Background: an optimization exercise with open tools, aiming at small area and a short achievable clock period. Do not read the settings as production practice.
In this exercise RTL edits were held to simulation tests only and were not proved equivalent to the original.
Power is estimated from default activity; no workload was simulated.

===== flow/design.v =====
module finalproject #(
    parameter CLK_FREQ_HZ = 8_000,
    parameter SCAN_RATE   = 1000
)(
    input  wire        CLK,
    input  wire        RST_N,
    input  wire [3:0]  ROWS,
    output reg  [3:0]  COLS,
    output reg  [7:0]  HEX0,
    output reg  [7:0]  HEX1,
    output reg  [7:0]  HEX2,
    output reg  [9:0]  LEDS,
    output reg  [7:0]  DBG
);
    localparam integer COUNT_MAX = CLK_FREQ_HZ / SCAN_RATE;
    reg [$clog2(COUNT_MAX)-1:0] clk_cnt;
    reg clk_en;
    always @(posedge CLK or negedge RST_N) begin
        if (!RST_N) begin
            clk_cnt <= 0;
            clk_en  <= 0;
        end else begin
            if (clk_cnt == COUNT_MAX-1) begin
                clk_cnt <= 0;
                clk_en  <= 1;
            end else begin
                clk_cnt <= clk_cnt + 1;
                clk_en  <= 0;
            end
        end
    end
    reg [1:0] col_index;
    always @(posedge CLK or negedge RST_N) begin
        if (!RST_N) begin
            col_index <= 0;
            COLS <= 4'b1110;
        end else if (clk_en) begin
            case (col_index)
                2'd0: COLS <= 4'b1110;
                2'd1: COLS <= 4'b1101;
                2'd2: COLS <= 4'b1011;
                2'd3: COLS <= 4'b0111;
            endcase
            col_index <= col_index + 1;
        end
    end
    reg [3:0] key_value;
    reg key_pressed;
    reg [3:0] prev_rows;
    reg [15:0] debounce_timer;
    reg key_ready;
    always @(posedge CLK or negedge RST_N) begin
        if (!RST_N) begin
            key_value <= 4'hF;
            key_pressed <= 0;
            prev_rows <= 4'b1111;
            debounce_timer <= 0;
            key_ready <= 1;
        end else if (clk_en) begin
            key_pressed <= 0;
            if (key_ready) begin
                if (ROWS != 4'b1111 && prev_rows == 4'b1111) begin
                    case ({COLS, ROWS})
                        8'b1110_1110: begin key_value <= 4'd1; key_pressed <= 1; end
                        8'b1110_1101: begin key_value <= 4'd4; key_pressed <= 1; end
                        8'b1110_1011: begin key_value <= 4'd7; key_pressed <= 1; end
                        8'b1110_0111: begin key_value <= 4'hE; key_pressed <= 1; end
                        8'b1101_1110: begin key_value <= 4'd2; key_pressed <= 1; end
                        8'b1101_1101: begin key_value <= 4'd5; key_pressed <= 1; end
                        8'b1101_1011: begin key_value <= 4'd8; key_pressed <= 1; end
                        8'b1101_0111: begin key_value <= 4'd0; key_pressed <= 1; end
                        8'b1011_1110: begin key_value <= 4'd3; key_pressed <= 1; end
                        8'b1011_1101: begin key_value <= 4'd6; key_pressed <= 1; end
                        8'b1011_1011: begin key_value <= 4'd9; key_pressed <= 1; end
                        8'b1011_0111: begin key_value <= 4'hF; key_pressed <= 1; end
                        8'b0111_1110: begin key_value <= 4'hA; key_pressed <= 1; end
                        8'b0111_1101: begin key_value <= 4'hB; key_pressed <= 1; end
                        8'b0111_1011: begin key_value <= 4'hC; key_pressed <= 1; end
                        8'b0111_0111: begin key_value <= 4'hD; key_pressed <= 1; end
                        default: key_pressed <= 0;
                    endcase
                    if (key_pressed) begin
                        key_ready <= 0;
                        debounce_timer <= 0;
                    end
                end
            end else begin
                debounce_timer <= debounce_timer + 1;
                if (debounce_timer >= 16'd1000) begin
                    key_ready <= 1;
                end
            end
            prev_rows <= ROWS;
        end
    end
    reg [6:0] operand1;
    reg [6:0] operand2;
    reg [2:0] operation;
    reg [7:0] result;
    reg calculation_done;
    reg display_result;
    reg input_first_operand;
    reg [1:0] digit_count;
    reg [3:0] display_digit1;
    reg [3:0] display_digit0;
    localparam integer INPUT_DELAY = CLK_FREQ_HZ;
    reg [$clog2(INPUT_DELAY+1)-1:0] input_delay_counter;
    reg [3:0] last_key;
    reg input_ready;
    localparam OP_NONE = 3'd0;
    localparam OP_ADD  = 3'd1;
    localparam OP_SUB  = 3'd2;
    localparam OP_MUL  = 3'd3;
    localparam OP_DIV  = 3'd4;
    reg key_pressed_prev;
    always @(posedge CLK or negedge RST_N) begin
        if (!RST_N) begin
            key_pressed_prev <= 0;
        end else begin
            key_pressed_prev <= key_pressed;
        end
    end
    wire key_rising_edge = key_pressed && !key_pressed_prev;
    always @(posedge CLK or negedge RST_N) begin
        if (!RST_N) begin
            operand1 <= 0;
            operand2 <= 0;
            operation <= OP_NONE;
            result <= 0;
            calculation_done <= 0;
            display_result <= 0;
            input_first_operand <= 1;
            digit_count <= 0;
            display_digit1 <= 0;
            display_digit0 <= 0;
            input_delay_counter <= 0;
            input_ready <= 1;
            last_key <= 4'h0;
        end else begin
            if (!input_ready) begin
                input_delay_counter <= input_delay_counter + 1;
                if (input_delay_counter >= INPUT_DELAY) begin  
                    input_ready <= 1;
                    input_delay_counter <= 0;
                end
            end
            if (key_rising_edge && input_ready) begin
                last_key <= key_value;
                if (key_value == 4'hE) begin
                    operand1 <= 0;
                    operand2 <= 0;
                    operation <= OP_NONE;
                    result <= 0;
                    calculation_done <= 0;
                    display_result <= 0;
                    input_first_operand <= 1;
                    digit_count <= 0;
                    display_digit1 <= 0;
                    display_digit0 <= 0;
                    input_ready <= 1;
                end else if (!calculation_done) begin
                    input_ready <= 0;
                    if (key_value <= 4'd9) begin
                        if (input_first_operand) begin
                            case (digit_count)
                                2'd0: begin
                                    operand1 <= key_value;
                                    display_digit1 <= 0;
                                    display_digit0 <= key_value;
                                    digit_count <= 1;
                                end
                                2'd1: begin
                                    operand1 <= (operand1 * 7'd10) + key_value;
                                    display_digit1 <= operand1[3:0];
                                    display_digit0 <= key_value;
                                    digit_count <= 2;
                                end
                                default: begin
                                    operand1 <= key_value;
                                    display_digit1 <= 0;
                                    display_digit0 <= key_value;
                                    digit_count <= 1;
                                end
                            endcase
                        end else begin
                            case (digit_count)
                                2'd0: begin
                                    operand2 <= key_value;
                                    display_digit1 <= 0;
                                    display_digit0 <= key_value;
                                    digit_count <= 1;
                                end
                                2'd1: begin
                                    operand2 <= (operand2 * 7'd10) + key_value;
                                    display_digit1 <= operand2[3:0];
                                    display_digit0 <= key_value;
                                    digit_count <= 2;
                                end
                                default: begin
                                    operand2 <= key_value;
                                    display_digit1 <= 0;
                                    display_digit0 <= key_value;
                                    digit_count <= 1;
                                end
                            endcase
                        end
                    end else if (key_value >= 4'hA && key_value <= 4'hD) begin
                        case (key_value)
                            4'hA: operation <= OP_ADD;
                            4'hB: operation <= OP_SUB;
                            4'hC: operation <= OP_MUL;
                            4'hD: operation <= OP_DIV;
                        endcase
                        display_result <= 0;
                        input_first_operand <= 0;
                        digit_count <= 0;
                    end else if (key_value == 4'hF) begin
                        calculation_done <= 1;
                        display_result <= 1;
                        case (operation)
                            OP_ADD: result <= operand1 + operand2;
                            OP_SUB: result <= (operand1 >= operand2) ? (operand1 - operand2) : 0;
                            OP_MUL: result <= operand1 * operand2;
                            OP_DIV: result <= (operand2 != 0) ? (operand1 / operand2) : 8'hEE;
                            default: result <= 0;
                        endcase
                    end
                end
            end
        end
    end
    function [6:0] bcd2seg7;
        input [3:0] bcd;
        begin
            case (bcd)
                4'd0: bcd2seg7 = 7'b1000000;
                4'd1: bcd2seg7 = 7'b1111001;
                4'd2: bcd2seg7 = 7'b0100100;
                4'd3: bcd2seg7 = 7'b0110000;
                4'd4: bcd2seg7 = 7'b0011001;
                4'd5: bcd2seg7 = 7'b0010010;
                4'd6: bcd2seg7 = 7'b0000010;
                4'd7: bcd2seg7 = 7'b1111000;
                4'd8: bcd2seg7 = 7'b0000000;
                4'd9: bcd2seg7 = 7'b0010000;
                4'hA: bcd2seg7 = 7'b0001000;
                4'hB: bcd2seg7 = 7'b0000011;
                4'hC: bcd2seg7 = 7'b1000110;
                4'hD: bcd2seg7 = 7'b0100001;
                4'hE: bcd2seg7 = 7'b0000110;
                4'hF: bcd2seg7 = 7'b0001110;
                default: bcd2seg7 = 7'b1111111;
            endcase
        end
    endfunction
    function [3:0] get_tens_digit;
        input [6:0] number;
        begin
            if (number >= 90) get_tens_digit = 4'd9;
            else if (number >= 80) get_tens_digit = 4'd8;
            else if (number >= 70) get_tens_digit = 4'd7;
            else if (number >= 60) get_tens_digit = 4'd6;
            else if (number >= 50) get_tens_digit = 4'd5;
            else if (number >= 40) get_tens_digit = 4'd4;
            else if (number >= 30) get_tens_digit = 4'd3;
            else if (number >= 20) get_tens_digit = 4'd2;
            else if (number >= 10) get_tens_digit = 4'd1;
            else get_tens_digit = 4'd0;
        end
    endfunction
    function [3:0] get_units_digit;
        input [6:0] number;
        begin
            get_units_digit = number - (get_tens_digit(number) * 10);
        end
    endfunction
    reg [3:0] op_display;
    always @(*) begin
        case (operation)
            OP_ADD: op_display = 4'hA;
            OP_SUB: op_display = 4'hB;
            OP_MUL: op_display = 4'hC;
            OP_DIV: op_display = 4'hD;
            default: op_display = 4'hF;
        endcase
        if (display_result) begin
            if (result == 8'hEE && operation == OP_DIV) begin
                HEX0 = {1'b1, bcd2seg7(4'hE)};
                HEX1 = {1'b1, bcd2seg7(4'hE)};
            end else begin
                HEX0 = {1'b1, bcd2seg7(get_units_digit(result[6:0]))};
                HEX1 = {1'b1, bcd2seg7(get_tens_digit(result[6:0]))};
            end
            HEX2 = {1'b1, bcd2seg7(op_display)};
        end else begin
            HEX0 = {1'b1, bcd2seg7(display_digit0)};
            if (digit_count == 2'd2) begin
                HEX1 = {1'b1, bcd2seg7(display_digit1)};
            end else begin
                HEX1 = 8'b11111111;
            end
            if (operation != OP_NONE) begin
                HEX2 = {1'b1, bcd2seg7(op_display)};
            end else begin
                HEX2 = 8'b11111111;
            end
        end
        LEDS[9] = calculation_done;
        LEDS[8] = (operation != OP_NONE);
        LEDS[7] = input_first_operand;
        LEDS[6:5] = digit_count;
        LEDS[4] = input_ready;
        LEDS[3:0] = last_key;
        DBG[3:0] = operand1[3:0];
        DBG[7:4] = {operation, calculation_done};
    end
endmodule

===== flow/config.mk =====
export PLATFORM = sky130hd
export DESIGN_NAME = finalproject
export DESIGN_NICKNAME = finalproject
export VERILOG_FILES = /design/flow/design.v
export SDC_FILE = /design/flow/constraint.sdc
export NUM_CORES = 4
export LEC_CHECK = 0
export CAP_MARGIN = 20
export CORE_MARGIN = 2
export CORE_UTILIZATION = 40
export SLEW_MARGIN = 20

===== flow/run.sh =====
#!/bin/bash
# synth_recipe.tcl (not shown) runs the flow's synth.tcl, then flattens the netlist and writes it again
# the make line also repeats each setting of config.mk as NAME=value (left out here)
make -C /OpenROAD-flow-scripts/flow DESIGN_CONFIG=/design/flow/config.mk WORK_HOME=/design/flow/orfs CLKGATE_MAP_FILE= SYNTH_SCRIPT=/design/flow/synth_recipe.tcl finish

===== flow/constraint.sdc =====
create_clock -name core_clock -period 10.0 [get_ports {CLK}]
set_input_delay 2.0000 -clock core_clock [delete_from_list [all_inputs] [get_ports {CLK}]]
set_output_delay 2.0000 -clock core_clock [all_outputs]
set_load 0.01 [all_outputs]

==> summary.md <==
| Metric | Value |
|---|---|
| Outcome | finished clean |
| Num CTS Buffers | 9 |
| CP startpoint kind | flop |
| Post-synth EDFFs | 0 |
| Worst vdd ir | 0.08170 mV |
| Crit-path leading delay family | compound AO/OA/AOI/OAI gates |
| Crit Path Category | flop to flop |
| Slew Limit Headroom | 27.19% |
| Post-synthesis instance area | 9807 µm² |
| Detailed Place HPWL | 18.55 mm |
| Final Cycle Share | 93.60% |
| WHS Path Cells | 1 |
| Initial antenna violation count | 0 |
| Sequential area share after synthesis | 23.91% |
| Crit path time final | 9.360 ns |
| Nets@finish | 1318 |
| Via density | 5.614 |
| Reg2reg end | result[0] |
| Clock root buffer | clkbuf_16 |
| Synth Register Bits | 93 |
| DRC Markers | 0 |
| Total global-route track usage | 19.40% |
| Layout filler cell count | 2378 |
| Row count | 57 |
| Count of buffers from port buffering | 48 |
| Slew Viols, Final | 0 |
| First-pass GRT wire length | 41.17 mm |
| WP data required | 10.22 ns |
| Avg WL per Cell | 16.49 µm |
| Post-detailed-routing wire length | 24.89 mm |
| Vias in the first global route | 7957 |
| Reg2Reg Depth | 39 |
| H-tree levels | 3 |
| CTS Sinks | 93 |
| CTS tree | built |
| PD cells | 86.13 nW/µm² |
| Least-Margin Pin Slew | 1.084 ns |
| DR iter-0 viols | 569 |
| Cell variety after synth | 94 |
| Peak fanout along the critical path | 11 |
| Ys async rst share | 100.0% |
| # diodes | 0 |
| Reg2Reg Setup Slack | 0.64 ns |
| Setup violations, final | 0 |
| Worst-path clk slew | 0.08 ns |
| Starting Density | 40.56% |
| Drt pass-1 iters | 5 |
| Worst r2r src | operand2[5] |
| Layout Area Growth over Synthesis | 11.37% |
| Hold Vio Cnt, Final | 0 |
| I/O pin count | 52 |
| Core area | 24180 µm² |
| Vias | 8471 |
| Maximum clock insertion buffer count | 2 |
| Placer Congestion | 0.8733 |
| Clock Latency Late Sink | 0.37 ns |
| Largest net degree at the start of global routing | 70 |
| Fmax | 106.8 MHz |
| CP most frequent cell | ha_1 |
| Non-filler instance count after layout | 1509 |
| Total power | 0.9407 mW |
| Setup crit end kind | flop |
| Cells after DPL | 1486 |
| Post-synthesis cell count | 1163 |
| Post-route antenna net violation count | 0 |
| CP max stage delay | 0.57 ns |
| WHS Endpoint | clk_cnt[0] |
| Die X | 160.6 µm |
| CP max-delay cell | or4_4 |
| Commonest register cell after synthesis | dfrtp_1 |
| Avg Inst Size Synth | 8.432 µm² |
| WP buf/inv | 3 |
| Yosys warns | 1 |
| Die area | 25790 µm² |
| Pleak | 4.775 nW |
| Critical Path AT | 9.58 ns |
| Overflow after GRT | 0 |
| Number of max-cap violations | 0 |
| Hold Startpoint | clk_cnt[0] |
| Worst Hold Class | flop to flop |
| Clock Skews | 0.01602 ns |
| Die Y | 160.6 µm |
| Layout cell share with drive strength beyond 1 | 9.451% |
## layout make-up
type	instances	area [µm²]	share of cell area (%)
clock inverter	7	91.34	0.8363
inverter	78	292.8	2.681
multi-input combinational	924	6889	63.08
clock buffer	9	225.2	2.062
sequential	93	2345	21.47
timing repair buffer	74	673.1	6.163
tap	324	405.4	3.712
## sequential cells by signal, summed over array words and instances (netlist names), 2 cells and up
| register | cells |
|---|---|
| COLS | 4 |
| clk_cnt | 3 |
| col_index | 2 |
| debounce_timer | 16 |
| digit_count | 2 |
| display_digit0 | 4 |
| display_digit1 | 4 |
| input_delay_counter | 13 |
| key_value | 4 |
| last_key | 4 |
| operand1 | 7 |
| operand2 | 7 |
| operation | 3 |
| prev_rows | 4 |
| result | 8 |
## routing by layer
metal | global-route usage [%] | wire, µm | share of wire, %
met1 | 27.01 | 11650 | 47
met2 | 31.19 | 11460 | 46
met3 | 3.357 | 1295 | 5.2
met4 | 5.201 | 486 | 2.0
met5 | 0 | 0 | 0
## where the power goes
| group | switching [mW] | internal [mW] |
|---|---|---|
| clock network | 0.181 | 0.180 |
| registers | 0.00143 | 0.378 |
| logic | 0.104 | 0.0966 |
| total | 0.286 | 0.654 |
## cell usage after synthesis (5+ instances only)
master,count,area (µm²)
o21a_1,18,135.1
a211oi_1,11,82.58
nor3b_1,8,60.06
inv_1,78,292.8
o31ai_1,18,135.1
fa_1,19,380.4
or2_2,7,43.79
nand2b_1,16,100.1
clkbuf_1,41,153.9
mux2i_1,16,160.2
a31oi_1,8,50.05
a221o_1,5,50.05
xor2_1,22,192.7
buf_2,9,45.04
buf_4,12,90.09
dfrtp_1,79,1977
xnor2_1,36,315.3
o211ai_1,9,67.56
nor2b_1,18,112.6
and2_1,10,62.56
a21oi_1,68,340.3
nand3_1,16,80.08
or3_1,5,31.28
and3_1,10,62.56
o22ai_1,10,62.56
o21ai_0,70,350.3
a21o_1,17,127.6
a22o_1,7,61.31
a211o_1,5,43.79
o21bai_1,6,45.04
dfstp_2,14,367.9
nand4_1,13,81.33
nor3_1,29,145.1
ha_1,113,1414
mux2_2,17,191.4
nand4b_1,6,52.55
nand2_1,125,469.2
nor2_1,88,330.3
## stage by stage
| stage | TNS [ns] | hold slack (ns) | setup slack, ns | cell area [µm²] | utilization (%) |
|---|---|---|---|---|---|
| final | 0 | 0.4324 | 0.6401 | 10920 | 45.17 |
| after global routing | -0.05527 | 0.4743 | -0.05527 | 10920 | 45.17 |
| after CTS | 0 | 0.4415 | 0.1272 | 10810 | 44.73 |
| after detailed placement | 0 | 0.4255 | 0.2215 | 10500 | 43.42 |
| after global placement | 0 | 0.4193 | 0.4328 | 10500 | 43.42 |
| after floorplan | 0 | 0.3932 | 0.6533 | 9814 | - |
## cells by family after synthesis
kind of cell	synth area share [%]
AO/OA/AOI/OAI	22.10
buffers and inverters	6.481
flip-flops	23.91
other	0.07658
XOR/XNOR	5.805
adder cells (fa/ha/maj)	18.40
multiplexers	4.580
AND/OR/NAND/NOR	18.65
## worst max-delay path by stage
| stage | cells past startpoint | slack (ns) | from | endpoint |
|---|---|---|---|---|
| global placement | 38 | 0.43 | operand2[5] | result[0] |
| global route | 38 | -0.06 | operand2[5] | result[0] |
| CTS | 38 | 0.13 | operand2[5] | result[0] |
| detailed placement | 38 | 0.22 | operand2[5] | result[0] |
| floorplan | 40 | 0.65 | operand2[1] | result[0] |
| finish | 39 | 0.64 | operand2[5] | result[0] |
## layout by cell type, fill, tap and decap left out, types with 16 or more instances in the layout
cell type,n
a21o_1,17
fa_1,19
ha_1,113
nand2b_1,16
mux2_2,17
clkdlybuf4s50_1,47
nor2b_1,18
xor2_1,22
o31ai_1,18
dfrtp_1,79
a21oi_1,65
o21a_1,17
o21ai_0,67
nor3_1,29
inv_1,78
nand2_1,124
buf_4,27
nor2_1,88
nand3_1,16
xnor2_1,36
## repair_timing
item / CTS / global route
endpoints found under the hold margin: 0 / 0
endpoints found under the setup margin: 0 / 1
setup buffers: 0 / 7
hold buffers: 0 / 0
gates resized for setup: 0 / 15

-- static timing again, ports no longer ideal --
The results above use ideal ports. As a check the final layout listed here was re-extracted and re-timed, cells and wires unchanged.
Step 1 (the two cells are an assumption about what drives the block):
set clk [get_ports {CLK}]
set_driving_cell -lib_cell sky130_fd_sc_hd__clkbuf_16 $clk
set_driving_cell -lib_cell sky130_fd_sc_hd__buf_2 [delete_from_list [all_inputs] $clk]
Step 2 adds t to the input delays and takes it off the output delays; t is the mean of the earliest and latest rising clock arrival at the registers after step 1. Input paths then give back, and output paths get back, about the clock's delay inside the block.
Three values: ideal, step 1, step 2; two values: the first two.
shift t [ns]: 0.401
setup WS [ns]: 0.640 / 0.640 / 0.640
worst setup path at the end: register to register
slew at the worst register clock pin (ns): 0.09 / 0.09
pins driven straight from the clock port: 1
After both steps this run still meets setup and hold. For this run, drivers alone change the setup slack by 0.000 ns; drivers and shift together by 0.000 ns.
